Source: an optimization exercise on an open RTL-to-GDS flow (aim: small area and a short achievable clock period). Production flows keep margins and buffers that such runs may drop.
Where RTL was checked, it was by simulation tests only, not by an equivalence proof against the original.
For runs 2 and 3, only the layout was checked, not whether the RTL still works.
No activity file was given, so power comes from the tool's default toggle rates.

<file path="flow/run.sh">
#!/bin/bash
# synth_recipe.tcl (not shown) runs the flow's synth.tcl, then flattens the netlist and writes it again
# the make line also repeats each setting of config.mk as NAME=value (left out here)
make -C /OpenROAD-flow-scripts/flow DESIGN_CONFIG=/design/flow/config.mk WORK_HOME=/design/flow/orfs CLKGATE_MAP_FILE= SYNTH_SCRIPT=/design/flow/synth_recipe.tcl finish
</file>
<file path="flow/config.mk">
export PLATFORM = sky130hd
export DESIGN_NAME = single_cycle
export DESIGN_NICKNAME = single_cycle
export VERILOG_FILES = /design/flow/design.v
export SDC_FILE = /design/flow/constraint.sdc
export NUM_CORES = 4
export LEC_CHECK = 0
export CAP_MARGIN = 20
export CELL_PAD_IN_SITES_DETAIL_PLACEMENT = 1
export CELL_PAD_IN_SITES_GLOBAL_PLACEMENT = 2
export CORE_MARGIN = 2
export CORE_UTILIZATION = 35
export PLACE_DENSITY = 0.5
export SLEW_MARGIN = 20
</file>
<file path="flow/constraint.sdc">
create_clock -name core_clock -period 12.0 [get_ports {clk_i}]
set_input_delay 2.4000 -clock core_clock [delete_from_list [all_inputs] [get_ports {clk_i}]]
set_output_delay 2.4000 -clock core_clock [all_outputs]
set_load 0.01 [all_outputs]
</file>
<file path="flow/design.v">
module single_cycle (
   input  logic           clk_i,
   input  logic           rst_ni,
   input  logic  [W-1:0]  io_sw_i,
   input  logic  [W-1:0]  imem_rdata_i,
   output logic  [W-1:0]  pc_debug_o,
   output logic  [W-1:0]  io_lcd_o,
   output logic  [W-1:0]  io_ledg_o,
   output logic  [W-1:0]  io_ledr_o,
   output logic  [W-1:0]  io_hex0_o,
   output logic  [W-1:0]  io_hex1_o,
   output logic  [W-1:0]  io_hex2_o,
   output logic  [W-1:0]  io_hex3_o,
   output logic  [W-1:0]  io_hex4_o,
   output logic  [W-1:0]  io_hex5_o,
   output logic  [W-1:0]  io_hex6_o,
   output logic  [W-1:0]  io_hex7_o
);
parameter W = 32;
logic [31:0] pc, pcD, instrD_r, iD;
logic        bubD;
logic        hazard, taken;
logic [31:0] target;
logic [31:0] opA, opX, opY, pcE;
logic        digA, digB, digBo;
logic        wenE, dmemE, buE, pcselE, brE, jalrE, validE;
logic [1:0]  wbE;
logic [3:0]  aluE;
logic [2:0]  f3E;
logic [4:0]  rdE;
logic [31:0] alu_data;
logic [31:0] alu_dataM, auxM, resM, ld_data;
logic [1:0]  wbM;
logic [2:0]  f3M;
logic [4:0]  rdM;
logic        wenM, dmemM;
logic [31:0] resW, wb_data;
logic [4:0]  rdW;
logic        wenW, hexW;
logic [3:0]  dig;
always_ff @(posedge clk_i or negedge rst_ni) begin
   if (!rst_ni)      pc <= 32'd0;
   else if (!hazard) pc <= taken ? target : pc + 32'd4;
end
assign pc_debug_o = pc;
always_ff @(posedge clk_i or negedge rst_ni) begin
   if (!rst_ni)      bubD <= 1'b1;
   else if (!hazard) bubD <= taken;
end
always_ff @(posedge clk_i) begin
   if (!hazard) instrD_r <= imem_rdata_i;
   pcD <= pc;
end
assign iD = bubD ? 32'd0 : instrD_r;
logic [4:0] opD, rs1D, rs2D, rdD;
logic [2:0] f3D;
assign opD  = iD[6:2];
assign f3D  = iD[14:12];
assign rs1D = iD[19:15];
assign rs2D = iD[24:20];
assign rdD  = iD[11:7];
logic       wenD, dmemD, opaD, opbD, pcselD, brD, buD, jalrD;
logic [1:0] wbD;
logic [3:0] aluD;
always_comb begin
   wenD = 1'b0; dmemD = 1'b0; opaD = 1'b0; opbD = 1'b0;
   pcselD = 1'b0; brD = 1'b0; buD = 1'b0; wbD = 2'b00; aluD = 4'd0;
   case (opD)
      5'b11111: begin wbD = 2'b11; wenD = 1'b1; end                   
      5'b01100: begin                                                 
         wenD = 1'b1;
         case (f3D)
            3'b000: aluD = iD[30] ? 4'd1 : 4'd0;
            3'b001: aluD = 4'd5;
            3'b010: aluD = 4'd8;
            3'b011: begin aluD = 4'd9; buD = 1'b1; end
            3'b100: aluD = 4'd2;
            3'b101: aluD = iD[30] ? 4'd7 : 4'd6;
            3'b110: aluD = 4'd4;
            default: aluD = 4'd3;
         endcase
      end
      5'b00100: begin                                                 
         wenD = 1'b1; opbD = 1'b1;
         case (f3D)
            3'b000: aluD = 4'd0;
            3'b001: aluD = 4'd5;
            3'b010: aluD = 4'd8;
            3'b011: begin aluD = 4'd9; buD = 1'b1; end
            3'b100: aluD = 4'd2;
            3'b101: aluD = iD[30] ? 4'd7 : 4'd6;
            3'b110: aluD = 4'd4;
            default: aluD = 4'd3;
         endcase
      end
      5'b00000: begin wenD = 1'b1; opbD = 1'b1; wbD = 2'b01; end      
      5'b01000: begin dmemD = 1'b1; opbD = 1'b1; end                  
      5'b11000: if (f3D[2:1] != 2'b01) begin                          
         pcselD = 1'b1; brD = 1'b1; buD = f3D[1];
      end
      5'b01101: begin wenD = 1'b1; opbD = 1'b1; aluD = 4'd10; end     
      5'b00101: begin wenD = 1'b1; opaD = 1'b1; opbD = 1'b1; end      
      5'b11011: begin pcselD = 1'b1; wbD = 2'b10; wenD = 1'b1; end    
      5'b11001: begin pcselD = 1'b1; wbD = 2'b10; wenD = 1'b1; end    
      default: ;
   endcase
end
assign jalrD = (iD[6:0] == 7'b1100111);
logic [31:0] immI, immS, immB, immU, immJ, immX, immT, tgtD;
assign immI = {{20{iD[31]}}, iD[31:20]};
assign immS = {{20{iD[31]}}, iD[31:25], iD[11:7]};
assign immB = {{19{iD[31]}}, iD[31], iD[7], iD[30:25], iD[11:8], 1'b0};
assign immU = {iD[31:12], 12'b0};
assign immJ = {{12{iD[31]}}, iD[19:12], iD[20], iD[30:21], 1'b0};
assign immX = opD[0] ? immU : (opD[3] ? immS : immI);
assign immT = !opD[0] ? immB : (opD[1] ? immJ : immI);
assign tgtD = jalrD ? immT : pcD + immT;
logic [31:0] rf [1:31];
logic [31:1] rfv;
logic [31:0] rf_rs1, rf_rs2;
wire         rf_we = wenW & (rdW != 5'd0);
always_ff @(posedge clk_i) begin
   if (rf_we) rf[rdW] <= wb_data;
end
always_ff @(posedge clk_i or negedge rst_ni) begin
   if (!rst_ni)    rfv <= '0;
   else if (rf_we) rfv[rdW] <= 1'b1;
end
always_comb begin
   rf_rs1 = 32'd0;
   rf_rs2 = 32'd0;
   for (int k = 1; k < 32; k++) begin
      if (rs1D == 5'(k) && rfv[k]) rf_rs1 = rf[k];
      if (rs2D == 5'(k) && rfv[k]) rf_rs2 = rf[k];
   end
end
assign hazard = dmemE & validE & ((rdE == rs1D) | (rdE == rs2D));
wire wenEv = wenE & validE;
wire hexM  = (wbM == 2'b11);
wire mA = (rs1D == rdE) & wenEv & (rdE != 5'd0);
wire wA = (rs1D == rdM) & wenM  & (rdM != 5'd0);
wire tA = (rs1D == rdW) & wenM  & (rdW != 5'd0);
wire mB = (rs2D == rdE) & wenEv & (rdE != 5'd0);
wire wB = (rs2D == rdM) & wenM  & (rdM != 5'd0);
wire tB = (rs2D == rdW) & wenM  & (rdW != 5'd0);
wire [31:0] rs1n = wA ? resM : (tA ? wb_data : rf_rs1);
wire [31:0] rs2n = wB ? resM : (tB ? wb_data : rf_rs2);
always_ff @(posedge clk_i) begin
   opA   <= (mA & !opaD)  ? alu_data : (opaD  ? pcD  : rs1n);
   opX   <= (mB & !opbD)  ? alu_data : (opbD  ? immX : rs2n);
   opY   <= (mB & dmemD)  ? alu_data : (dmemD ? rs2n : tgtD);
   pcE   <= pcD;
   digA  <= !opaD & !mA & wA & hexM;
   digB  <= !mB & wB & hexM;
   digBo <= !opbD & !mB & wB & hexM;
   wenE  <= wenD;
   dmemE <= dmemD;
   wbE   <= wbD;
   aluE  <= aluD;
   buE   <= buD;
   pcselE <= pcselD;
   brE   <= brD;
   jalrE <= jalrD;
   f3E   <= f3D;
   rdE   <= rdD;
end
always_ff @(posedge clk_i or negedge rst_ni) begin
   if (!rst_ni) validE <= 1'b0;
   else         validE <= !(taken | hazard);
end
logic [31:0] a, b;
assign a = digA  ? {28'd0, dig} : opA;
assign b = digBo ? {28'd0, dig} : opX;
logic        eq, ltu, lts, lt, cond;
logic [31:0] sum;
assign eq  = (a == b);
assign ltu = (a < b);
assign lts = (a[31] ^ b[31]) ? a[31] : (ltu | (eq & a[31]));
assign lt  = buE ? ltu : lts;
assign sum = (aluE == 4'd1) ? a - b : a + b;
wire [63:0] sra = {{32{a[31]}}, a} >> b[4:0];
always_comb begin
   case (aluE)
      4'd0, 4'd1: alu_data = sum;
      4'd2:       alu_data = a ^ b;
      4'd3:       alu_data = a & b;
      4'd4:       alu_data = a | b;
      4'd5:       alu_data = a << b[4:0];
      4'd6:       alu_data = a >> b[4:0];
      4'd7:       alu_data = sra[31:0];
      4'd8, 4'd9: alu_data = {31'd0, lt};
      4'd10:      alu_data = b;
      default:    alu_data = 32'd0;
   endcase
end
assign cond   = f3E[2] ? (lt ^ f3E[0]) : (eq ^ f3E[0]);
assign taken  = validE & pcselE & (!brE | cond);
assign target = jalrE ? a + opY : opY;
wire [31:0] sdE = digB ? {28'd0, dig} : opY;
always_ff @(posedge clk_i) begin
   alu_dataM <= alu_data;
   auxM      <= (wbE == 2'b10) ? pcE + 32'd4 : sdE;
   wbM       <= wbE;
   f3M       <= f3E;
end
always_ff @(posedge clk_i or negedge rst_ni) begin
   if (!rst_ni) begin
      wenM <= 1'b0; dmemM <= 1'b0; rdM <= 5'd0;
   end else begin
      wenM  <= wenE & validE;
      dmemM <= dmemE & validE;
      rdM   <= validE ? rdE : 5'd0;
   end
end
logic [31:0] dm [0:15];
logic [31:0] io [0:10];
logic [3:0]  mask;
logic [31:0] rw;
logic [7:0]  ld_b;
logic [15:0] ld_h;
wire  [31:0] addr = alu_dataM;
wire         peri_ok = (addr[3:2] == 2'b00) && (addr[7:4] <= 4'hA);
always_comb begin
   case (f3M[1:0])
      2'b00:   mask = 4'b0001 << addr[1:0];
      2'b01:   mask = addr[1] ? 4'b1100 : 4'b0011;
      2'b10:   mask = 4'b1111;
      default: mask = 4'b0000;
   endcase
end
always_ff @(posedge clk_i) begin
   if (dmemM && !addr[11]) begin
      for (int j = 0; j < 4; j++)
         if (mask[j]) dm[addr[5:2]][8*j +: 8] <= auxM[8*j +: 8];
   end
   if (dmemM && addr[11:8] == 4'h8 && peri_ok) begin
      for (int j = 0; j < 4; j++)
         if (mask[j]) io[addr[7:4]][8*j +: 8] <= auxM[8*j +: 8];
   end
end
always_comb begin
   if (!addr[11])                rw = dm[addr[5:2]];
   else if (addr[11:8] == 4'h8)  rw = peri_ok ? io[addr[7:4]] : 32'd0;
   else if (addr[11:8] == 4'h9)  rw = io_sw_i;
   else                          rw = 32'd0;
end
assign ld_b = rw[8*addr[1:0] +: 8];
assign ld_h = addr[1] ? rw[31:16] : rw[15:0];
always_comb begin
   case (f3M[1:0])
      2'b00:   ld_data = {(f3M[2] ? 24'd0 : {24{ld_b[7]}}), ld_b};
      2'b01:   ld_data = {(f3M[2] ? 16'd0 : {16{ld_h[15]}}), ld_h};
      default: ld_data = rw;
   endcase
end
assign resM = (wbM == 2'b01) ? ld_data : ((wbM == 2'b10) ? auxM : alu_dataM);
assign io_hex0_o = io[0];
assign io_hex1_o = io[1];
assign io_hex2_o = io[2];
assign io_hex3_o = io[3];
assign io_hex4_o = io[4];
assign io_hex5_o = io[5];
assign io_hex6_o = io[6];
assign io_hex7_o = io[7];
assign io_ledr_o = io[8];
assign io_ledg_o = io[9];
assign io_lcd_o  = io[10];
always_ff @(posedge clk_i) begin
   resW <= resM;
   hexW <= hexM;
end
always_ff @(posedge clk_i or negedge rst_ni) begin
   if (!rst_ni) begin
      wenW <= 1'b0; rdW <= 5'd0;
   end else begin
      wenW <= wenM; rdW <= rdM;
   end
end
assign wb_data = hexW ? {28'd0, dig} : resW;
localparam CV_IDLE = 2'd0, CV_RUN = 2'd1, CV_GAP = 2'd2, CV_FIN = 2'd3;
logic [1:0]  cph;
logic [4:0]  ccnt;
logic [3:0]  cstg;
logic [4:0]  cacc;
logic [31:0] cquo;
logic [3:0]  digs [0:9];
wire        cstart = (io_sw_i == rf_rs1);
wire        cge    = (cacc >= 5'd10);
wire [3:0]  cred   = cge ? (cacc[3:0] - 4'd10) : cacc[3:0];
always_ff @(posedge clk_i or negedge rst_ni) begin
   if (!rst_ni) begin
      cph  <= CV_IDLE;
      ccnt <= 5'd0;
      cstg <= 4'd0;
      for (int k = 0; k < 10; k++) digs[k] <= 4'd0;
   end else begin
      case (cph)
         CV_IDLE: if (cstart) begin cph <= CV_RUN; ccnt <= 5'd0; cstg <= 4'd0; end
         CV_RUN: begin
            if (ccnt == 5'd31) begin
               digs[cstg] <= cred;
               cph <= (cstg == 4'd9) ? CV_FIN : CV_GAP;
            end else begin
               ccnt <= ccnt + 5'd1;
            end
         end
         CV_GAP: begin cph <= CV_RUN; ccnt <= 5'd0; cstg <= cstg + 4'd1; end
         default: ;
      endcase
   end
end
always_ff @(posedge clk_i) begin
   case (cph)
      CV_IDLE: begin cacc <= {4'd0, rf_rs1[31]}; cquo <= {rf_rs1[30:0], 1'b0}; end
      CV_RUN:  begin cacc <= {cred, cquo[31]};   cquo <= {cquo[30:0], cge}; end
      CV_GAP:  begin cacc <= {4'd0, cquo[31]};   cquo <= {cquo[30:0], 1'b0}; end
      default: ;
   endcase
end
wire [3:0] dsel = imem_rdata_i[31:28];
assign dig = (dsel < 4'd10) ? digs[dsel] : 4'd0;
endmodule
</file>
==> summary.txt, run 1 <==
worst-margin pin slew=1.35 ns; Clock power frac=0.290; IO buf count=449; switching share of power=0.397; LEAKAGE=47.5 nW; status=no timing/DRC/antenna violations; first-pass GRT wire length=928000 um; syn_area_per_cell=12.1 um^2; fill cell count=34900; H-tree levels=5; gr usage total=0.404; clock buffer depth=4; initial antenna violation count=119; NetSw=0.0121 W; post-route setup slack=2.21 ns; CTS sink count=2398; Multi-input gate area=45900 um^2; Max stage delay cell, worst path=mux2i_1; Storage cell area=68500 um^2; setup bufs post-CTS=0; Final setup viols=0; Internal Power=0.0184 W; routed via count=101000; Post-DP HPWL=510000 um; crit path cell chain=clkdlybuf4s50_1 -> nor2b_1 -> a22o_1 -> a222oi_1 -> a21oi_1 -> mux2i_1 -> ha_1 -> nor3_1 -> o21a_1 -> a2111oi_0 -> buf_4 -> a211oi_1 -> o31ai_1 -> a2111oi_0 -> o21ai_0 -> a21oi_1 -> a311oi_1 -> xor2_1 -> a21oi_1 -> o22ai_1 -> mux2_2; Worst setup EP type=flop; sequential element share of the synthesized area=0.587; Num CTS Buffers=287; post_cts resized=0; Synth Cell Area=117000 um^2; Setup TNS=0 ns; vias per inst=6.79; largest net degree at the start of global routing=96; wire per inst=47.1 um; type of the most critical hold path=reg -> reg; Yosys cell types=100; die span in x=581 um; PwrDens=221 nW/um^2; DIE HEIGHT=581 um; CP startpoint kind=primary input; Worst VDD drop=0.141 mV; drc violations=0; Rel. slew slack=0.0922; I/O pin cnt=450; top_reg_cell synth=edfxtp_1; Worst R2R Setup Slack=3.98 ns; Ys Warns=2; Routed Antenna Nets=0; post-layout minimum cycle time=9.79 ns; CP Max Fanout=24; Routed WL=702000 um; Worst Path Arrival=10.58 ns; Comb power frac=0.328; EDFF count, synth=1984; Placement Setup Slack=1.40 ns; CORE AREA=333000 um^2; RSZ-0062 raised after global routing=no; gr ovfl total=0; TritonCTS clock tree=built; CP required=12.79 ns; # hold bufs at CTS=0; Yosys reg bits=2398; layout cells sized above 1=0.144; critical path class=in -> reg; Syn Inst Count=9637; drt first-iter violations=16500; Clock Skews=0.108 ns; Die ar.=338000 um^2; Clock Pin Slew Worst Setup and Hold Paths=0.06 ns; Tcrit/Tclk final=0.816; initial cell density of the core=0.351; GPL Wtd Cong=1.01; Pre-antenna DRT Iters=9; final hold vios=0; clock latency (worst-skew pair)=0.96 ns; CP peak stage delay=0.87 ns; vias in the first global route=97800; fmax=0.102 GHz; critical path's most frequent cell=a21oi_1; sequential group share of total power=0.383; FP Rows=212; Area Overhead vs Synth=18.5%; Async S/R FF share, synth=0.0538; Clock Tree Root=clkbuf_16; Final Max Slew Viols=0; fin nets=10500; total of max-cap violations=0
per-layer routing:
metal  wire (um)  global-route usage  up-vias  part of all wire
met5         446                   0        -           0.00064
met4       40700               0.201       66             0.058
met3       83600               0.127     1542              0.12
met2      294000               0.581     7238              0.42
met1      283000               0.546    53100              0.40
li1            -                   -    39200                 -
critical path, delay by kind of cell:
family,cells,cell delay [ns]
mux,2,1.18
compound gates,13,4.71
buf+inv,2,0.99
fa+ha+maj,1,0.49
simple gates,2,0.64
xor+xnor,1,0.16
power groups by stage:
stage | registers, W | clock network (W) | logic, W
final | 0.0117 | 0.00884 | 0.00999
after global routing | 0.0117 | 0.00920 | 0.0102
after CTS | 0.0116 | 0.00891 | 0.00966
after detailed placement | 0.0118 | 0 | 0.00962
after global placement | 0.0118 | 0 | 0.00953
after floorplan | 0.0112 | 0 | 0.00468
final timing paths:
path,endpoint,depth (start not counted),start
max in group asynchronous,rfv[2]$_DFFE_PN0P_,2,rst_ni
min reg2reg,f3M[1]$_DFF_P_,0,f3E[1]$_DFF_P_
min,f3M[1]$_DFF_P_,0,f3E[1]$_DFF_P_
max,opX[31]$_DFF_P_,21,imem_rdata_i[30]
max reg2reg,cstg[3]$_DFFE_PN0P_,19,bubD$_DFFE_PN1N_
min in group asynchronous,pc[9]$_DFFE_PN0N_,1,rst_ni
Yosys cell counts, drive strengths merged, types with 185 or more instances:
master | count | share of area
o21ai | 556 | 0.024
nor2 | 686 | 0.022
mux4 | 270 | 0.052
a22oi | 281 | 0.018
inv | 194 | 0.0062
clkbuf | 559 | 0.018
ha | 185 | 0.020
nand2 | 689 | 0.022
o22ai | 220 | 0.012
dfxtp | 285 | 0.049
edfxtp | 1984 | 0.51
a21oi | 556 | 0.024
nand3 | 302 | 0.013
state kept, by name, summed over array words and instances (netlist names), 4 cells and up:
signal and flops:
rdM 5, io 411, rfv 31, rdW 5, pcE 32, dm 512
opY 32, aluE 4, alu_dataM 32, cquo 32, pc 32, rf 992
ccnt 5, cstg 4, pcD 32, instrD_r 32, opX 32, digs 40
rdE 5, resW 32, auxM 32, cacc 5, opA 32
stage by stage:
step | area (um^2) | hold slack [ns] | total power, W | util | cells
2_1_floorplan | 117000 | 0.310 | 0.0159 | - | 9695
3_3_place_gp | 129000 | 0.334 | 0.0213 | 0.387 | 14300
3_5_place_dp | 129000 | 0.343 | 0.0214 | 0.387 | 14300
4_1_cts | 138000 | 0.356 | 0.0302 | 0.415 | 14800
5_1_grt | 138000 | 0.360 | 0.0311 | 0.415 | 14900
6_report | 138000 | 0.349 | 0.0305 | 0.416 | 14900
area by class of cell:
type | instances | share of cell area
Sequential cell | 2398 | 0.496
Multi-Input combinational cell | 6415 | 0.332
Timing Repair Buffer | 933 | 0.0598
Clock buffer | 366 | 0.0561
Tap cell | 4387 | 0.0397
Clock inverter | 149 | 0.0106
Inverter | 200 | 0.00543
Antenna cell | 50 | 0.000905
cells in the final DEF, fill, tap and decap left out, types with 77 or more instances in the layout:
cell and count:
a211oi_1 116, a21o_1 78, a21oi_1 548, a221oi_1 125
a222oi_1 82, a22oi_1 281, a31oi_1 120, and3_1 107
buf_4 471, clkbuf_16 294, clkdlybuf4s50_1 448, dfrtp_1 128
dfxtp_1 272, edfxtp_1 1984, ha_1 185, inv_1 187
mux2_2 88, mux2i_1 141, mux4_2 270, nand2_1 685
nand3_1 298, nand4_1 83, nor2_1 645, nor2b_1 99
nor3_1 145, o211ai_1 91, o21ai_0 541, o221ai_1 77
o22ai_1 220, xnor2_1 81
cell families after synthesis:
group           after synthesis  synth area share
mux                         499            0.0727
fa+ha+maj                   189            0.0205
other cells                   1         0.0000321
simple gates               2607             0.109
buf+inv                     882            0.0289
compound gates             2913             0.170
flops                      2398             0.587
xor+xnor                    148            0.0111
==> run 2: changes to the inputs <==
--- a/flow/design.v
+++ b/flow/design.v
@@ -22,7 +22,7 @@
 logic        hazard, taken;
 logic [31:0] target;
 logic [31:0] opA, opX, opY, pcE;
-logic        digA, digB, digBo;
+logic        digA, digB, digBo, subE;
 logic        wenE, dmemE, buE, pcselE, brE, jalrE, validE;
 logic [1:0]  wbE;
 logic [3:0]  aluE;
@@ -51,24 +51,28 @@
    if (!hazard) instrD_r <= imem_rdata_i;
    pcD <= pc;
 end
-assign iD = bubD ? 32'd0 : instrD_r;
+assign iD = instrD_r;
 logic [4:0] opD, rs1D, rs2D, rdD;
 logic [2:0] f3D;
 assign opD  = iD[6:2];
 assign f3D  = iD[14:12];
-assign rs1D = iD[19:15];
-assign rs2D = iD[24:20];
-assign rdD  = iD[11:7];
+assign rs1D = bubD ? 5'd0 : iD[19:15];
+assign rs2D = bubD ? 5'd0 : iD[24:20];
+assign rdD  = bubD ? 5'd0 : iD[11:7];
 logic       wenD, dmemD, opaD, opbD, pcselD, brD, buD, jalrD;
+logic       wenDr, dmemDr, pcselDr;
 logic [1:0] wbD;
 logic [3:0] aluD;
+assign wenD   = wenDr | bubD;
+assign dmemD  = dmemDr & !bubD;
+assign pcselD = pcselDr & !bubD;
 always_comb begin
-   wenD = 1'b0; dmemD = 1'b0; opaD = 1'b0; opbD = 1'b0;
-   pcselD = 1'b0; brD = 1'b0; buD = 1'b0; wbD = 2'b00; aluD = 4'd0;
+   wenDr = 1'b0; dmemDr = 1'b0; opaD = 1'b0; opbD = 1'b0;
+   pcselDr = 1'b0; brD = 1'b0; buD = 1'b0; wbD = 2'b00; aluD = 4'd0;
    case (opD)
-      5'b11111: begin wbD = 2'b11; wenD = 1'b1; end                   
+      5'b11111: begin wbD = 2'b11; wenDr = 1'b1; end                   
       5'b01100: begin                                                 
-         wenD = 1'b1;
+         wenDr = 1'b1;
          case (f3D)
             3'b000: aluD = iD[30] ? 4'd1 : 4'd0;
             3'b001: aluD = 4'd5;
@@ -81,7 +85,7 @@
          endcase
       end
       5'b00100: begin                                                 
-         wenD = 1'b1; opbD = 1'b1;
+         wenDr = 1'b1; opbD = 1'b1;
          case (f3D)
             3'b000: aluD = 4'd0;
             3'b001: aluD = 4'd5;
@@ -93,15 +97,15 @@
             default: aluD = 4'd3;
          endcase
       end
-      5'b00000: begin wenD = 1'b1; opbD = 1'b1; wbD = 2'b01; end      
-      5'b01000: begin dmemD = 1'b1; opbD = 1'b1; end                  
+      5'b00000: begin wenDr = 1'b1; opbD = 1'b1; wbD = 2'b01; end      
+      5'b01000: begin dmemDr = 1'b1; opbD = 1'b1; end                  
       5'b11000: if (f3D[2:1] != 2'b01) begin                          
-         pcselD = 1'b1; brD = 1'b1; buD = f3D[1];
+         pcselDr = 1'b1; brD = 1'b1; buD = f3D[1];
       end
-      5'b01101: begin wenD = 1'b1; opbD = 1'b1; aluD = 4'd10; end     
-      5'b00101: begin wenD = 1'b1; opaD = 1'b1; opbD = 1'b1; end      
-      5'b11011: begin pcselD = 1'b1; wbD = 2'b10; wenD = 1'b1; end    
-      5'b11001: begin pcselD = 1'b1; wbD = 2'b10; wenD = 1'b1; end    
+      5'b01101: begin wenDr = 1'b1; opbD = 1'b1; aluD = 4'd10; end     
+      5'b00101: begin wenDr = 1'b1; opaD = 1'b1; opbD = 1'b1; end      
+      5'b11011: begin pcselDr = 1'b1; wbD = 2'b10; wenDr = 1'b1; end    
+      5'b11001: begin pcselDr = 1'b1; wbD = 2'b10; wenDr = 1'b1; end    
       default: ;
    endcase
 end
@@ -126,14 +130,9 @@
    if (!rst_ni)    rfv <= '0;
    else if (rf_we) rfv[rdW] <= 1'b1;
 end
-always_comb begin
-   rf_rs1 = 32'd0;
-   rf_rs2 = 32'd0;
-   for (int k = 1; k < 32; k++) begin
-      if (rs1D == 5'(k) && rfv[k]) rf_rs1 = rf[k];
-      if (rs2D == 5'(k) && rfv[k]) rf_rs2 = rf[k];
-   end
-end
+wire [31:0] rfv0 = {rfv, 1'b0};
+assign rf_rs1 = rfv0[rs1D] ? rf[rs1D] : 32'd0;
+assign rf_rs2 = rfv0[rs2D] ? rf[rs2D] : 32'd0;
 assign hazard = dmemE & validE & ((rdE == rs1D) | (rdE == rs2D));
 wire wenEv = wenE & validE;
 wire hexM  = (wbM == 2'b11);
@@ -146,9 +145,10 @@
 wire [31:0] rs1n = wA ? resM : (tA ? wb_data : rf_rs1);
 wire [31:0] rs2n = wB ? resM : (tB ? wb_data : rf_rs2);
 always_ff @(posedge clk_i) begin
-   opA   <= (mA & !opaD)  ? alu_data : (opaD  ? pcD  : rs1n);
-   opX   <= (mB & !opbD)  ? alu_data : (opbD  ? immX : rs2n);
-   opY   <= (mB & dmemD)  ? alu_data : (dmemD ? rs2n : tgtD);
+   opA   <= (mA & !opaD)  ? alu_data : (opaD  ? pcD  : (wA & hexM ? 32'd0 : rs1n));
+   opX   <= (mB & !opbD)  ? alu_data : (opbD  ? immX : (wB & hexM ? 32'd0 : rs2n));
+   opY   <= (mB & dmemD)  ? alu_data : (dmemD ? (wB & hexM ? 32'd0 : rs2n) : tgtD);
+   subE  <= (aluD == 4'd1);
    pcE   <= pcD;
    digA  <= !opaD & !mA & wA & hexM;
    digB  <= !mB & wB & hexM;
@@ -168,17 +168,30 @@
    if (!rst_ni) validE <= 1'b0;
    else         validE <= !(taken | hazard);
 end
-logic [31:0] a, b;
-assign a = digA  ? {28'd0, dig} : opA;
-assign b = digBo ? {28'd0, dig} : opX;
-logic        eq, ltu, lts, lt, cond;
+logic [3:0]  dA, dB;
+logic [31:0] a, b, bs;
+assign dA = digA  ? dig : 4'd0;
+assign dB = digBo ? dig : 4'd0;
+assign a  = {opA[31:4], opA[3:0] | dA};
+assign b  = {opX[31:4], opX[3:0] | dB};
+assign bs = subE ? ~b : b;
+logic [4:0]  s_lo;
+logic [27:0] s_h0, s_h1;
 logic [31:0] sum;
-assign eq  = (a == b);
-assign ltu = (a < b);
+assign s_lo = {1'b0, a[3:0]} + {1'b0, bs[3:0]} + {4'd0, subE};
+assign s_h0 = a[31:4] + bs[31:4];
+assign s_h1 = a[31:4] + bs[31:4] + 28'd1;
+assign sum  = {({28{s_lo[4]}} & s_h1) | ({28{~s_lo[4]}} & s_h0), s_lo[3:0]};
+logic        eq, ltu, lts, lt, cond, h_eq, h_lt, l_eq, l_lt;
+assign h_eq = (a[31:4] == b[31:4]);
+assign h_lt = (a[31:4] <  b[31:4]);
+assign l_eq = (a[3:0] == b[3:0]);
+assign l_lt = (a[3:0] <  b[3:0]);
+assign eq  = h_eq & l_eq;
+assign ltu = h_lt | (h_eq & l_lt);
 assign lts = (a[31] ^ b[31]) ? a[31] : (ltu | (eq & a[31]));
 assign lt  = buE ? ltu : lts;
-assign sum = (aluE == 4'd1) ? a - b : a + b;
-wire [63:0] sra = {{32{a[31]}}, a} >> b[4:0];
+wire [63:0] srx = {{32{a[31] & (aluE == 4'd7)}}, a} >> b[4:0];
 always_comb begin
    case (aluE)
       4'd0, 4'd1: alu_data = sum;
@@ -186,8 +199,7 @@
       4'd3:       alu_data = a & b;
       4'd4:       alu_data = a | b;
       4'd5:       alu_data = a << b[4:0];
-      4'd6:       alu_data = a >> b[4:0];
-      4'd7:       alu_data = sra[31:0];
+      4'd6, 4'd7: alu_data = srx[31:0];
       4'd8, 4'd9: alu_data = {31'd0, lt};
       4'd10:      alu_data = b;
       default:    alu_data = 32'd0;
@@ -195,8 +207,13 @@
 end
 assign cond   = f3E[2] ? (lt ^ f3E[0]) : (eq ^ f3E[0]);
 assign taken  = validE & pcselE & (!brE | cond);
-assign target = jalrE ? a + opY : opY;
-wire [31:0] sdE = digB ? {28'd0, dig} : opY;
+logic [4:0]  t_lo;
+logic [27:0] t_h0, t_h1;
+assign t_lo = {1'b0, a[3:0]} + {1'b0, opY[3:0]};
+assign t_h0 = a[31:4] + opY[31:4];
+assign t_h1 = a[31:4] + opY[31:4] + 28'd1;
+assign target = jalrE ? {({28{t_lo[4]}} & t_h1) | ({28{~t_lo[4]}} & t_h0), t_lo[3:0]} : opY;
+wire [31:0] sdE = {opY[31:4], opY[3:0] | (digB ? dig : 4'd0)};
 always_ff @(posedge clk_i) begin
    alu_dataM <= alu_data;
    auxM      <= (wbE == 2'b10) ? pcE + 32'd4 : sdE;
--- a/flow/config.mk
+++ b/flow/config.mk
@@ -9,6 +9,6 @@
 export CELL_PAD_IN_SITES_DETAIL_PLACEMENT = 1
 export CELL_PAD_IN_SITES_GLOBAL_PLACEMENT = 2
 export CORE_MARGIN = 2
-export CORE_UTILIZATION = 35
-export PLACE_DENSITY = 0.5
+export CORE_UTILIZATION = 55
+export PLACE_DENSITY = 0.65
 export SLEW_MARGIN = 20
==> summary.txt, run 2 <==
Post-DP HPWL=347000 um; Setup TNS=0 ns; IO buf count=449; EDFF count, synth=1953; die span in x=468 um; Worst setup EP type=flop; TritonCTS clock tree=built; post_cts resized=0; final hold vios=0; Rel. slew slack=0.0994; cell taking the most area after synthesis=edfxtp_1; top_reg_cell synth=edfxtp_1; fmax=0.114 GHz; Yosys cell types=115; worst hold stages=0; Pre-antenna DRT Iters=9; routed via count=96800; Storage cell area=67600 um^2; layout cells sized above 1=0.139; setup bufs post-CTS=0; CP required=12.78 ns; crit path cell chain=clkdlybuf4s50_1 -> mux4_2 -> a211o_1 -> a21o_2 -> inv_4 -> xnor2_1 -> ha_1 -> a21o_1 -> a21o_1 -> and4_1 -> nand2_1 -> or4_1 -> nor3_1 -> o2111ai_1 -> nor4_2 -> nand2b_1 -> xnor2_1 -> o2111ai_1 -> o21ai_0 -> a21oi_1; status=no timing/DRC/antenna violations; gr usage total=0.485; Async S/R FF share, synth=0.0545; drt first-iter violations=16400; clock buffer depth=3; Max stage delay cell, worst path=clkdlybuf4s50_1; FP Rows=170; CORE AREA=214000 um^2; top post-synthesis cells by count=edfxtp_1 (1953), nand2_1 (719), nor2_1 (685), mux2i_1 (559), a21oi_1 (466); Synth Cell Area=118000 um^2; count leader, synth=edfxtp_1; # hold bufs at CTS=0; Worst VDD drop=0.195 mV; Worst Hold End=f3M[1]$_DFF_P_; CTS sink count=2368; Tcrit/Tclk final=0.730; DIE HEIGHT=468 um; Area Overhead vs Synth=13.9%; syn_area_per_cell=12.7 um^2; vias per inst=7.61; total of max-cap violations=0; LEAKAGE=47.1 nW; commonest cells after routing, fill and taps aside=edfxtp_1 (1953), nand2_1 (713), nor2_1 (649); R2R depth=16; Final Max Slew Viols=0; initial cell density of the core=0.552; most common cell after layout, fill and taps aside=edfxtp_1; Routed Antenna Nets=0; type of the most critical hold path=reg -> reg; PwrDens=202 nW/um^2; RR Endpoint=ccnt[3]$_DFFE_PN0P_; hold path start=f3E[1]$_DFF_P_; initial antenna violation count=38; largest net degree at the start of global routing=118; first-pass GRT wire length=749000 um; CP peak stage delay=1.13 ns; post-layout minimum cycle time=8.76 ns; Clock Pin Slew Worst Setup and Hold Paths=0.08 ns; clock latency (worst-skew pair)=0.97 ns; Clock Tree Root=clkbuf_16; RSZ-0062 raised after global routing=no; Worst R2R Setup Slack=4.91 ns; share of the synthesized area in the top cell type=0.496; Routed WL=539000 um; wire per inst=42.4 um; sequential element share of the synthesized area=0.572; Hold Slack=0.332 ns; Clock Skews=0.114 ns; fin nets=9938; worst-margin pin slew=1.35 ns; CP startpoint kind=primary input; Yosys reg bits=2368; crit path buf inv count=2; I/O pin cnt=450; CP Max Fanout=47; vias in the first global route=95700; H-tree levels=4; Worst Path Arrival=9.53 ns; drc violations=0; Num CTS Buffers=238; Die ar.=219000 um^2; Multi-input gate area=47300 um^2; Ys Warns=2; GPL Wtd Cong=1.05; ranking of synthesized cells by area=edfxtp_1 (50%), mux4_2 (7.7%), dfxtp_1 (4.8%); Crit path max-delay family=compound AO/OA/AOI/OAI gates; FF-to-FF Start=instrD_r[15]$_DFFE_PN_; fill cell count=20400; Top reg by flops=rf; critical path class=in -> reg; gr ovfl total=0; Largest register FFs=992; Final setup viols=0; Syn Inst Count=9314
## run 2: power by group
group | internal, W | total (W) | switching [W]
clock | 0.00447 | 0.00807 | 0.00359
combinational | 0.00241 | 0.00770 | 0.00529
sequential | 0.0102 | 0.0114 | 0.00117
total | 0.0171 | 0.0272 | 0.0101
## run 2: worst max path at each step
stage,end,cells past startpoint,startpoint
finish,opX[25]$_DFF_P_,20,imem_rdata_i[28]
global route,opX[25]$_DFF_P_,20,imem_rdata_i[28]
CTS,opX[25]$_DFF_P_,20,imem_rdata_i[28]
detailed placement,opX[25]$_DFF_P_,20,imem_rdata_i[28]
global placement,opY[25]$_DFF_P_,20,imem_rdata_i[28]
floorplan,opY[25]$_DFF_P_,25,imem_rdata_i[28]
## run 2: cells by family after synthesis
logic type               after synthesis  share of synthesized area
other                                  1                  0.0000317
flip-flops                          2368                      0.572
AND/OR/NAND/NOR                     2210                     0.0867
AO/OA/AOI/OAI                       2317                      0.134
adder cells (fa/ha/maj)              221                     0.0237
buffers and inverters                905                     0.0331
XOR/XNOR                             223                     0.0165
multiplexers                        1069                      0.134
## run 2: cell type report
type	count	share of cell area
clock buffer	293	0.0475
clock inverter	158	0.0140
tap	2838	0.0264
antenna	19	0.000353
sequential	2368	0.503
multi-input combinational	6068	0.351
timing repair buffer	739	0.0509
inverter	236	0.00660
## run 2: per-stage QoR
stage	instances	setup WS [ns]	util	area (um^2)	total power (W)
finish	12700	3.24	0.628	135000	0.0272
global route	12700	2.90	0.628	135000	0.0275
CTS	12700	3.41	0.628	134000	0.0267
detailed placement	12200	2.51	0.589	126000	0.0186
global placement	12200	2.68	0.589	126000	0.0183
floorplan	9341	4.41	-	118000	0.0150
## run 2: metal layers
metal	up-vias	wire, um	GRT usage
met4	14	43500	0.313
met3	2119	74200	0.143
met2	8787	233000	0.710
met5	-	101	0
met1	48900	189000	0.630
li1	37000	-	-
==> run 3: changes to the inputs <==
--- a/flow/config.mk
+++ b/flow/config.mk
@@ -11,4 +11,5 @@
 export CORE_MARGIN = 2
 export CORE_UTILIZATION = 55
 export PLACE_DENSITY = 0.65
+export SETUP_SLACK_MARGIN = 4
 export SLEW_MARGIN = 20
==> summary.txt, run 3 <==
status=no timing/DRC/antenna violations; Post-DP HPWL=347000 um; R2R depth=16; Ys Warns=2; # hold bufs at CTS=0; Crit path max-delay family=compound AO/OA/AOI/OAI gates; count leader, synth=edfxtp_1; Pre-antenna DRT Iters=8; Routed WL=539000 um; Syn Inst Count=9314; vias per inst=7.60; initial cell density of the core=0.552; IO buf count=449; Num CTS Buffers=238; layout cells sized above 1=0.140; RSZ-0062 raised after global routing=no; wire per inst=42.4 um; fin nets=9938; syn_area_per_cell=12.7 um^2; Worst VDD drop=0.195 mV; most common cell after layout, fill and taps aside=edfxtp_1; Die ar.=219000 um^2; CP required=12.77 ns; Final Max Slew Viols=0; H-tree levels=4; worst-margin pin slew=1.32 ns; top post-synthesis cells by count=edfxtp_1 (1953), nand2_1 (719), nor2_1 (685), mux2i_1 (559), a21oi_1 (466); clock buffer depth=3; gr usage total=0.484; total of max-cap violations=0; Async S/R FF share, synth=0.0545; critical path class=in -> reg; Worst Hold End=f3M[1]$_DFF_P_; Clock Skews=0.120 ns; hold path start=f3E[1]$_DFF_P_; post-layout minimum cycle time=7.63 ns; commonest cells after routing, fill and taps aside=edfxtp_1 (1953), nand2_1 (713), nor2_1 (649); initial antenna violation count=38; drc violations=0; Max stage delay cell, worst path=or4_1; crit path buf inv count=2; Yosys cell types=115; Clock Pin Slew Worst Setup and Hold Paths=0.08 ns; EDFF count, synth=1953; LEAKAGE=47.1 nW; Largest register FFs=992; Setup TNS=0 ns; FF-to-FF Start=instrD_r[15]$_DFFE_PN_; CTS sink count=2368; CORE AREA=214000 um^2; Routed Antenna Nets=0; fill cell count=20400; Yosys reg bits=2368; Post-Layout Inst Area=135000 um^2; fmax=0.131 GHz; Tcrit/Tclk final=0.635; clock latency (worst-skew pair)=0.97 ns; first-pass GRT wire length=749000 um; gr ovfl total=0; share of the synthesized area in the top cell type=0.496; CP startpoint kind=primary input; DIE HEIGHT=468 um; Top reg by flops=rf; cell taking the most area after synthesis=edfxtp_1; Worst Path Arrival=8.40 ns; CP Max Fanout=47; Storage cell area=67600 um^2; final hold vios=0; Worst setup EP type=flop; FP Rows=170; Clock Tree Root=clkbuf_16; Synth Cell Area=118000 um^2; routed via count=96700; CP peak stage delay=0.59 ns; Hold Slack=0.331 ns; Rel. slew slack=0.120; Area Overhead vs Synth=13.9%; drt first-iter violations=16400; TritonCTS clock tree=built; GPL Wtd Cong=1.05; largest net degree at the start of global routing=118; worst hold stages=0; RR Endpoint=ccnt[2]$_DFFE_PN0P_; ranking of synthesized cells by area=edfxtp_1 (50%), mux4_2 (7.7%), dfxtp_1 (4.8%); Multi-input gate area=47300 um^2; sequential element share of the synthesized area=0.572; Worst R2R Setup Slack=4.79 ns; top_reg_cell synth=edfxtp_1; PwrDens=202 nW/um^2; crit path cell chain=buf_2 -> mux4_2 -> a211o_1 -> a21o_2 -> inv_8 -> xnor2_1 -> ha_1 -> a21o_1 -> a21o_1 -> and4_1 -> nand2_1 -> or4_1 -> nor3_1 -> o2111ai_1 -> nor4_4 -> nand2b_1 -> xnor2_1 -> o2111ai_1 -> o21ai_0 -> a21oi_1; die span in x=468 um; Placed Area=126000 um^2; type of the most critical hold path=reg -> reg; Final setup viols=0; I/O pin cnt=450; vias in the first global route=95700
[run 3: area by class of cell]
| cell class | instances | area share |
|---|---|---|
| Clock inverter | 158 | 0.0140 |
| Sequential cell | 2368 | 0.503 |
| Timing Repair Buffer | 739 | 0.0508 |
| Antenna cell | 21 | 0.000390 |
| Clock buffer | 293 | 0.0475 |
| Tap cell | 2838 | 0.0264 |
| Inverter | 236 | 0.00664 |
| Multi-Input combinational cell | 6068 | 0.352 |
[run 3: kinds of logic (layout without fill, tap and decap cells)]
kind of cell               Yosys count  in the layout  share of synthesized area
adders and majority gates          221            221                     0.0237
buffers and inverters              905           1426                     0.0331
DFF                               2368           2368                      0.572
AOI/OAI and AO/OA                 2317           2317                      0.134
muxes                             1069           1069                      0.134
and+or+nand+nor                   2210           2210                     0.0867
other                                1             49                  0.0000317
xor gates and xnor gates           223            223                     0.0165
[run 3: through the flow]
step | util | worst slack, ns | instances | power [W]
floorplan | - | 4.41 | 9341 | 0.0150
global placement | 0.589 | 2.68 | 12200 | 0.0183
detailed placement | 0.589 | 2.51 | 12200 | 0.0186
CTS | 0.628 | 4.09 | 12700 | 0.0267
global route | 0.628 | 4.09 | 12700 | 0.0275
finish | 0.628 | 4.37 | 12700 | 0.0272
[run 3: how the worst max path moves through the flow]
| stage | start | end | slack (ns) | depth (start not counted) |
|---|---|---|---|---|
| 3_3_place_gp | imem_rdata_i[28] | opY[25]$_DFF_P_ | 2.68 | 20 |
| 6_report | imem_rdata_i[28] | opX[25]$_DFF_P_ | 4.37 | 20 |
| 5_1_grt | imem_rdata_i[28] | opX[25]$_DFF_P_ | 4.09 | 20 |
| 4_1_cts | imem_rdata_i[31] | opX[25]$_DFF_P_ | 4.09 | 21 |
| 2_1_floorplan | imem_rdata_i[28] | opY[25]$_DFF_P_ | 4.41 | 25 |
| 3_5_place_dp | imem_rdata_i[28] | opX[25]$_DFF_P_ | 2.51 | 20 |
[run 3: layer usage]
metal	wire [um]	vias up	track usage
met2	232000	8868	0.709
met3	74200	2156	0.144
met4	44300	14	0.314
met5	101	-	0
met1	188000	48700	0.629
li1	-	37000	-
[run 3: repair_timing]
item / 4_1_cts / 5_1_grt
setup endpoints to repair: 50 / 38
endpoints found under the hold margin: 0 / 0
gates resized for setup: 9 / 9
gates cloned: 0 / 0
setup buffers: 0 / 0
[run 3: where the power goes]
part	leakage [nW]	internal [W]	switching, W
clock network	3.99	0.00447	0.00359
logic	21.3	0.00241	0.00530
registers	21.8	0.0102	0.00116
==> run 4: changes to the inputs <==
--- a/flow/design.v
+++ b/flow/design.v
@@ -23,9 +23,9 @@
 logic [31:0] target;
 logic [31:0] opA, opX, opY, pcE;
 logic        digA, digB, digBo, subE;
+logic        oAdd, oXor, oAnd, oOr, oSll, oSr, oSra, oSlt, oLui;
 logic        wenE, dmemE, buE, pcselE, brE, jalrE, validE;
 logic [1:0]  wbE;
-logic [3:0]  aluE;
 logic [2:0]  f3E;
 logic [4:0]  rdE;
 logic [31:0] alu_data;
@@ -38,14 +38,16 @@
 logic [4:0]  rdW;
 logic        wenW, hexW;
 logic [3:0]  dig;
+logic [31:0] pc_n;
+mux_late u_pc (.s(taken), .a(target), .b(hazard ? pc : pc + 32'd4), .y(pc_n));
 always_ff @(posedge clk_i or negedge rst_ni) begin
    if (!rst_ni)      pc <= 32'd0;
-   else if (!hazard) pc <= taken ? target : pc + 32'd4;
+   else              pc <= pc_n;
 end
 assign pc_debug_o = pc;
 always_ff @(posedge clk_i or negedge rst_ni) begin
    if (!rst_ni)      bubD <= 1'b1;
-   else if (!hazard) bubD <= taken;
+   else              bubD <= taken | (hazard & bubD);
 end
 always_ff @(posedge clk_i) begin
    if (!hazard) instrD_r <= imem_rdata_i;
@@ -144,11 +146,27 @@
 wire tB = (rs2D == rdW) & wenM  & (rdW != 5'd0);
 wire [31:0] rs1n = wA ? resM : (tA ? wb_data : rf_rs1);
 wire [31:0] rs2n = wB ? resM : (tB ? wb_data : rf_rs2);
+logic [31:0] opA_n, opX_n, opY_n;
+mux_late u_mA (.s(mA & !opaD), .a(alu_data),
+               .b(opaD  ? pcD  : (wA & hexM ? 32'd0 : rs1n)), .y(opA_n));
+mux_late u_mX (.s(mB & !opbD), .a(alu_data),
+               .b(opbD  ? immX : (wB & hexM ? 32'd0 : rs2n)), .y(opX_n));
+mux_late u_mY (.s(mB & dmemD), .a(alu_data),
+               .b(dmemD ? (wB & hexM ? 32'd0 : rs2n) : tgtD), .y(opY_n));
 always_ff @(posedge clk_i) begin
-   opA   <= (mA & !opaD)  ? alu_data : (opaD  ? pcD  : (wA & hexM ? 32'd0 : rs1n));
-   opX   <= (mB & !opbD)  ? alu_data : (opbD  ? immX : (wB & hexM ? 32'd0 : rs2n));
-   opY   <= (mB & dmemD)  ? alu_data : (dmemD ? (wB & hexM ? 32'd0 : rs2n) : tgtD);
+   opA   <= opA_n;
+   opX   <= opX_n;
+   opY   <= opY_n;
    subE  <= (aluD == 4'd1);
+   oAdd  <= (aluD == 4'd0) | (aluD == 4'd1);
+   oXor  <= (aluD == 4'd2);
+   oAnd  <= (aluD == 4'd3);
+   oOr   <= (aluD == 4'd4);
+   oSll  <= (aluD == 4'd5);
+   oSr   <= (aluD == 4'd6) | (aluD == 4'd7);
+   oSra  <= (aluD == 4'd7);
+   oSlt  <= (aluD == 4'd8) | (aluD == 4'd9);
+   oLui  <= (aluD == 4'd10);
    pcE   <= pcD;
    digA  <= !opaD & !mA & wA & hexM;
    digB  <= !mB & wB & hexM;
@@ -156,7 +174,6 @@
    wenE  <= wenD;
    dmemE <= dmemD;
    wbE   <= wbD;
-   aluE  <= aluD;
    buE   <= buD;
    pcselE <= pcselD;
    brE   <= brD;
@@ -168,52 +185,57 @@
    if (!rst_ni) validE <= 1'b0;
    else         validE <= !(taken | hazard);
 end
-logic [3:0]  dA, dB;
-logic [31:0] a, b, bs;
-assign dA = digA  ? dig : 4'd0;
-assign dB = digBo ? dig : 4'd0;
-assign a  = {opA[31:4], opA[3:0] | dA};
-assign b  = {opX[31:4], opX[3:0] | dB};
-assign bs = subE ? ~b : b;
+logic [3:0]  dA, dB, a_lo, b_lo, bs_lo;
+logic [27:0] a_hi, b_hi, bs_hi;
+assign dA    = dig & {4{digA}};
+assign dB    = dig & {4{digBo}};
+assign a_hi  = opA[31:4];
+assign b_hi  = opX[31:4];
+assign a_lo  = opA[3:0] | dA;
+assign b_lo  = opX[3:0] | dB;
+assign bs_hi = subE ? ~b_hi : b_hi;
+assign bs_lo = subE ? ~b_lo : b_lo;
 logic [4:0]  s_lo;
 logic [27:0] s_h0, s_h1;
-logic [31:0] sum;
-assign s_lo = {1'b0, a[3:0]} + {1'b0, bs[3:0]} + {4'd0, subE};
-assign s_h0 = a[31:4] + bs[31:4];
-assign s_h1 = a[31:4] + bs[31:4] + 28'd1;
-assign sum  = {({28{s_lo[4]}} & s_h1) | ({28{~s_lo[4]}} & s_h0), s_lo[3:0]};
-logic        eq, ltu, lts, lt, cond, h_eq, h_lt, l_eq, l_lt;
-assign h_eq = (a[31:4] == b[31:4]);
-assign h_lt = (a[31:4] <  b[31:4]);
-assign l_eq = (a[3:0] == b[3:0]);
-assign l_lt = (a[3:0] <  b[3:0]);
-assign eq  = h_eq & l_eq;
-assign ltu = h_lt | (h_eq & l_lt);
-assign lts = (a[31] ^ b[31]) ? a[31] : (ltu | (eq & a[31]));
-assign lt  = buE ? ltu : lts;
-wire [63:0] srx = {{32{a[31] & (aluE == 4'd7)}}, a} >> b[4:0];
-always_comb begin
-   case (aluE)
-      4'd0, 4'd1: alu_data = sum;
-      4'd2:       alu_data = a ^ b;
-      4'd3:       alu_data = a & b;
-      4'd4:       alu_data = a | b;
-      4'd5:       alu_data = a << b[4:0];
-      4'd6, 4'd7: alu_data = srx[31:0];
-      4'd8, 4'd9: alu_data = {31'd0, lt};
-      4'd10:      alu_data = b;
-      default:    alu_data = 32'd0;
-   endcase
-end
-assign cond   = f3E[2] ? (lt ^ f3E[0]) : (eq ^ f3E[0]);
-assign taken  = validE & pcselE & (!brE | cond);
+add4 u_add_lo (.a(a_lo), .b(bs_lo), .ci(subE), .s(s_lo[3:0]), .co(s_lo[4]));
+assign s_h0 = a_hi + bs_hi;
+assign s_h1 = a_hi + bs_hi + 28'd1;
+logic        eq, lt, h_eq, h_lt, l_eq, l_lt;
+assign h_eq = (a_hi == b_hi);
+assign h_lt = (a_hi <  b_hi);
+assign l_eq = (a_lo == b_lo);
+assign l_lt = (a_lo <  b_lo);
+ex_cmp u_cmp (
+   .h_eq(h_eq), .h_lt(h_lt), .l_eq(l_eq), .l_lt(l_lt),
+   .a31(opA[31]), .b31(opX[31]), .bu(buE), .f3(f3E),
+   .en(validE & pcselE), .br(brE),
+   .eq(eq), .lt(lt), .taken(taken)
+);
+logic [31:0] sh;
+ex_shift u_shift (
+   .a(opA), .da(dA), .amt(opX[4:0]), .db(dB), .left(oSll), .arith(oSra), .y(sh)
+);
+logic [27:0] o_hi, p0_hi, alu_hi;
+logic [3:0]  o_lo;
+assign o_hi  = ({28{oXor}} & (a_hi ^ b_hi)) | ({28{oAnd}} & (a_hi & b_hi)) |
+               ({28{oOr}}  & (a_hi | b_hi)) | ({28{oLui}} & b_hi);
+assign p0_hi = oAdd ? s_h0 : o_hi;
+ex_fin u_fin (
+   .shift(oSll | oSr), .sh(sh[31:4]), .c1(oAdd & s_lo[4]), .h1(s_h1), .h0(p0_hi),
+   .y(alu_hi)
+);
+assign o_lo = ({4{oAdd}} & s_lo[3:0]) | ({4{oXor}} & (a_lo ^ b_lo)) |
+              ({4{oAnd}} & (a_lo & b_lo)) | ({4{oOr}} & (a_lo | b_lo)) |
+              ({4{oLui}} & b_lo) | {3'd0, oSlt & lt};
+assign alu_data = {alu_hi, (oSll | oSr) ? sh[3:0] : o_lo};
 logic [4:0]  t_lo;
-logic [27:0] t_h0, t_h1;
-assign t_lo = {1'b0, a[3:0]} + {1'b0, opY[3:0]};
-assign t_h0 = a[31:4] + opY[31:4];
-assign t_h1 = a[31:4] + opY[31:4] + 28'd1;
-assign target = jalrE ? {({28{t_lo[4]}} & t_h1) | ({28{~t_lo[4]}} & t_h0), t_lo[3:0]} : opY;
-wire [31:0] sdE = {opY[31:4], opY[3:0] | (digB ? dig : 4'd0)};
+logic [27:0] t_h0, t_h1, t_hi;
+add4 u_tgt_lo (.a(a_lo), .b(opY[3:0]), .ci(1'b0), .s(t_lo[3:0]), .co(t_lo[4]));
+assign t_h0 = a_hi + opY[31:4];
+assign t_h1 = a_hi + opY[31:4] + 28'd1;
+ex_csel u_tgt_sel (.c(t_lo[4]), .h0(t_h0), .h1(t_h1), .y(t_hi));
+assign target = jalrE ? {t_hi, t_lo[3:0]} : opY;
+wire [31:0] sdE = {opY[31:4], opY[3:0] | (dig & {4{digB}})};
 always_ff @(posedge clk_i) begin
    alu_dataM <= alu_data;
    auxM      <= (wbE == 2'b10) ? pcE + 32'd4 : sdE;
@@ -334,6 +356,118 @@
       default: ;
    endcase
 end
-wire [3:0] dsel = imem_rdata_i[31:28];
-assign dig = (dsel < 4'd10) ? digs[dsel] : 4'd0;
+logic [9:0] dsel_oh;
+hex_onehot u_doh (.sel(imem_rdata_i[31:28]), .oh(dsel_oh));
+hex_pick u_dig (
+   .oh(dsel_oh),
+   .d0(digs[0]), .d1(digs[1]), .d2(digs[2]), .d3(digs[3]), .d4(digs[4]),
+   .d5(digs[5]), .d6(digs[6]), .d7(digs[7]), .d8(digs[8]), .d9(digs[9]),
+   .dig(dig)
+);
+endmodule
+module ex_csel (
+   input  logic        c,
+   input  logic [27:0] h0,
+   input  logic [27:0] h1,
+   output logic [27:0] y
+);
+assign y = c ? h1 : h0;
+endmodule
+module ex_cmp (
+   input  logic       h_eq, h_lt, l_eq, l_lt, a31, b31, bu,
+   input  logic [2:0] f3,
+   input  logic       en, br,
+   output logic       eq, lt, taken
+);
+logic ltu, lts, cond;
+assign eq    = h_eq & l_eq;
+assign ltu   = h_lt | (h_eq & l_lt);
+assign lts   = (a31 ^ b31) ? a31 : (ltu | (eq & a31));
+assign lt    = bu ? ltu : lts;
+assign cond  = f3[2] ? (lt ^ f3[0]) : (eq ^ f3[0]);
+assign taken = en & (!br | cond);
+endmodule
+module hex_onehot (
+   input  logic [3:0] sel,
+   output logic [9:0] oh
+);
+logic [3:0] lo;
+logic [2:0] hi;
+logic       hi_unused;
+hex_pre2 u_lo (.s(sel[1:0]), .p(lo));
+hex_pre2 u_hi (.s(sel[3:2]), .p({hi_unused, hi}));
+always_comb begin
+   for (int k = 0; k < 10; k++) oh[k] = hi[k / 4] & lo[k % 4];
+end
+endmodule
+module hex_pre2 (
+   input  logic [1:0] s,
+   output logic [3:0] p
+);
+assign p = 4'b0001 << s;
+endmodule
+module hex_pick (
+   input  logic [9:0] oh,
+   input  logic [3:0] d0, d1, d2, d3, d4, d5, d6, d7, d8, d9,
+   output logic [3:0] dig
+);
+assign dig = ({4{oh[0]}} & d0) | ({4{oh[1]}} & d1) | ({4{oh[2]}} & d2) |
+             ({4{oh[3]}} & d3) | ({4{oh[4]}} & d4) | ({4{oh[5]}} & d5) |
+             ({4{oh[6]}} & d6) | ({4{oh[7]}} & d7) | ({4{oh[8]}} & d8) |
+             ({4{oh[9]}} & d9);
+endmodule
+module ex_fin (
+   input  logic        shift,
+   input  logic [27:0] sh,
+   input  logic        c1,
+   input  logic [27:0] h1,
+   input  logic [27:0] h0,
+   output logic [27:0] y
+);
+assign y = shift ? sh : (c1 ? h1 : h0);
+endmodule
+module ex_shift (
+   input  logic [31:0] a,
+   input  logic [3:0]  da,
+   input  logic [4:0]  amt,
+   input  logic [3:0]  db,
+   input  logic        left,
+   input  logic        arith,
+   output logic [31:0] y
+);
+logic [31:0] x;
+logic [4:0]  n;
+logic [63:0] r;
+assign x = {a[31:4], a[3:0] | da};
+assign n = {amt[4], amt[3:0] | db};
+assign r = {{32{arith & x[31]}}, x} >> n;
+assign y = left ? (x << n) : r[31:0];
+endmodule
+module add4 (
+   input  logic [3:0] a,
+   input  logic [3:0] b,
+   input  logic       ci,
+   output logic [3:0] s,
+   output logic       co
+);
+logic [3:0] g, p;
+logic [4:0] c;
+assign g = a & b;
+assign p = a ^ b;
+assign c[0] = ci;
+assign c[1] = g[0] | (p[0] & ci);
+assign c[2] = g[1] | (p[1] & g[0]) | (p[1] & p[0] & ci);
+assign c[3] = g[2] | (p[2] & g[1]) | (p[2] & p[1] & g[0]) | (p[2] & p[1] & p[0] & ci);
+assign c[4] = g[3] | (p[3] & g[2]) | (p[3] & p[2] & g[1]) | (p[3] & p[2] & p[1] & g[0]) |
+              (p[3] & p[2] & p[1] & p[0] & ci);
+assign s  = p ^ c[3:0];
+assign co = c[4];
+endmodule
+module mux_late (
+   input  logic        s,
+   input  logic [31:0] a,
+   input  logic [31:0] b,
+   output logic [31:0] y
+);
+assign y = s ? a : b;
 endmodule
==> flow/flow/run.sh (new file) <==
#!/bin/bash
set -euo pipefail
bash standard.sh SETUP_SLACK_MARGIN=8 finish > standard_flow.log 2>&1
==> flow/standard.sh (new file) <==
#!/bin/bash
# synth_recipe.tcl (not shown) runs the flow's synth.tcl, then flattens the netlist and writes it again
# the make line also repeats each setting of config.mk as NAME=value (left out here)
make -C /OpenROAD-flow-scripts/flow DESIGN_CONFIG=/design/flow/config.mk WORK_HOME=/design/flow/orfs CLKGATE_MAP_FILE= SYNTH_SCRIPT=/design/flow/synth_recipe.tcl "${@:-finish}"
--- a/flow/config.mk
+++ b/flow/config.mk
@@ -11,5 +11,5 @@
 export CORE_MARGIN = 2
 export CORE_UTILIZATION = 55
 export PLACE_DENSITY = 0.65
-export SETUP_SLACK_MARGIN = 4
 export SLEW_MARGIN = 20
+export SYNTH_HIERARCHICAL = 1
removed: flow/run.sh
==> summary.txt, run 4 <==
status=no timing/DRC/antenna violations; initial cell density of the core=0.555; IO buf count=449; fin nets=10200; post-layout minimum cycle time=5.70 ns; Clock Pin Slew Worst Setup and Hold Paths=0.06 ns; gr ovfl total=0; worst-margin pin slew=1.25 ns; Post-DP HPWL=361000 um; drc violations=0; fill cell count=20400; Worst Path Arrival=6.54 ns; # hold bufs at CTS=0; post-route setup slack=6.30 ns; Comb power frac=0.330; LEAKAGE=50.7 nW; CP startpoint kind=flop; clock buffer depth=4; H-tree levels=5; layout cells sized above 1=0.279; Routed WL=571000 um; Post-Place Cells=12100; Internal Power=0.0182 W; worst hold stages=0; total of max-cap violations=0; switching share of power=0.369; Storage cell area=67700 um^2; final hold vios=0; FP Rows=171; vias per inst=7.61; Largest register FFs=992; Clock Tree Root=clkbuf_16; Clock Skews=0.110 ns; NetSw=0.0106 W; most common cell after layout, fill and taps aside=edfxtp_1; Routed Antenna Nets=0; Clock power frac=0.280; sequential group share of total power=0.390; vias in the first global route=99000; RSZ-0062 raised after global routing=yes; Worst Hold End=f3M[1]$_DFF_P_; TritonCTS clock tree=built; largest net degree at the start of global routing=76; routed via count=98700; hold path start=f3E[1]$_DFF_P_; Final setup viols=0; Placed Area=129000 um^2; die span in x=473 um; Tcrit/Tclk final=0.475; Num CTS Buffers=274; Worst VDD drop=0.188 mV; I/O pin cnt=450; commonest cells after routing, fill and taps aside=edfxtp_1 (1949), nand2_1 (616), nor2_1 (527); first-pass GRT wire length=782000 um; DIE HEIGHT=473 um; Synth Cell Area=121000 um^2; Setup TNS=0 ns; Hold Slack=0.341 ns; fmax=0.175 GHz; Ys Warns=10; Final Max Slew Viols=0; Multi-input gate area=51600 um^2; Rel. slew slack=0.168; R2R depth=15; GPL Wtd Cong=1.02; Worst setup EP type=flop; CP required=12.84 ns; Syn Inst Count=9120; Post-Layout Inst Area=141000 um^2; PwrDens=204 nW/um^2; critical path class=reg -> reg; CTS sink count=2369; RR Endpoint=opY[20]$_DFF_P_; FF-to-FF Start=instrD_r[20]$_DFFE_PN_; gr usage total=0.498; Top reg by flops=rf; fin cells=13000; Die ar.=223000 um^2; syn_area_per_cell=13.2 um^2; type of the most critical hold path=reg -> reg; wire per inst=44.0 um; CORE AREA=218000 um^2; drt first-iter violations=16800; clock latency (worst-skew pair)=0.99 ns; Placement Setup Slack=4.18 ns; CP Max Fanout=65; Pre-antenna DRT Iters=9; Area Overhead vs Synth=17.1%; initial antenna violation count=45; Worst R2R Setup Slack=6.30 ns
## run 4: power by group through the flow
stage	sequential (W)	clock, W	combinational (W)
after global routing	0.0112	0.00825	0.00967
final	0.0112	0.00806	0.00951
after global placement	0.0114	0	0.00787
after floorplan	0.0110	0	0.00481
after detailed placement	0.0114	0	0.00814
after CTS	0.0112	0.00793	0.00883
## run 4: how the worst max path moves through the flow
stage                           startpoint          endpoint  slack, ns
finish              instrD_r[20]$_DFFE_PN_   opY[20]$_DFF_P_       6.30
global route              imem_rdata_i[31]  pc[21]$_DFF_PN0_       6.34
CTS                       imem_rdata_i[31]  pc[12]$_DFF_PN0_       6.41
detailed placement        imem_rdata_i[31]   opY[31]$_DFF_P_       4.18
global placement          imem_rdata_i[31]   opY[31]$_DFF_P_       4.23
floorplan                 imem_rdata_i[31]   pc[0]$_DFF_PN0_       6.20
## run 4: metrics by stage
step / utilization / power, W
floorplan: - / 0.0158
global placement: 0.591 / 0.0192
detailed placement: 0.591 / 0.0195
CTS: 0.644 / 0.0279
global route: 0.650 / 0.0291
finish: 0.650 / 0.0288
## run 4: layer usage
layer,track usage,share of wire,vias up
met5,0,0.00036,-
met4,0.347,0.089,30
met3,0.171,0.15,2463
met2,0.733,0.43,9458
met1,0.618,0.34,49600
li1,-,-,37100
## run 4: area by class of cell
cell class,instances,share of cell area
Inverter,203,0.00542
Clock inverter,120,0.00571
Clock buffer,345,0.0521
Multi-Input combinational cell,5947,0.365
Antenna cell,37,0.000655
Sequential cell,2369,0.479
Timing Repair Buffer,1093,0.0675
Tap cell,2854,0.0253
## run 4: critical path: stages, from the launching register on
cell       delay (ns)
edfxtp_1         0.33
buf_4            0.35
buf_12           0.38
o21ba_2          0.49
buf_12           0.37
nor2_1           0.13
a2111oi_0        0.58
nor3_1           0.20
a311oi_1         0.36
a21oi_2          0.18
nor3_1           0.48
o21ai_0          0.21
o21ai_0          0.31
nor2_1           0.11
a31oi_2          0.50
mux2_4           0.25
## run 4: timing repair
item	in CTS	in global routing
setup buffers	270	46
cloned	30	3
setup endpoints to repair	1086	408
pin swaps	60	48
resized for setup	2010	207

[port drivers added, routing unchanged]
No port has a modelled driver above. Below, the same layouts with a new extraction and two added sets of constraints. Step 1 assumes that a clkbuf_16 drives the clock port and a buf_2 every other input. Step 2 moves the port delays by t, midway between the first and last clock arrival at a register: inputs arrive t later, outputs are due t later. That takes back most of the time a late clock gives input paths. a / b / c = ideal / step 1 / step 2; a / b = the first two.
run	t (ns)	setup slack, ns	hold slack, ns
run 1	1.039	2.210 / 2.312 / 1.273	0.349 / 0.349 / 0.349
run 2	1.022	3.241 / 3.326 / 2.305	0.332 / 0.332 / 0.332
run 3	1.028	4.375 / 4.461 / 3.434	0.331 / 0.331 / 0.331
run 4	1.036	6.299 / 6.299 / 5.356	0.341 / 0.341 / 0.341
After both steps setup and hold are still met in every run listed. The setup slack of run 4, which loses most, moves by 0.000 ns with the drivers and by -0.943 ns with both steps.
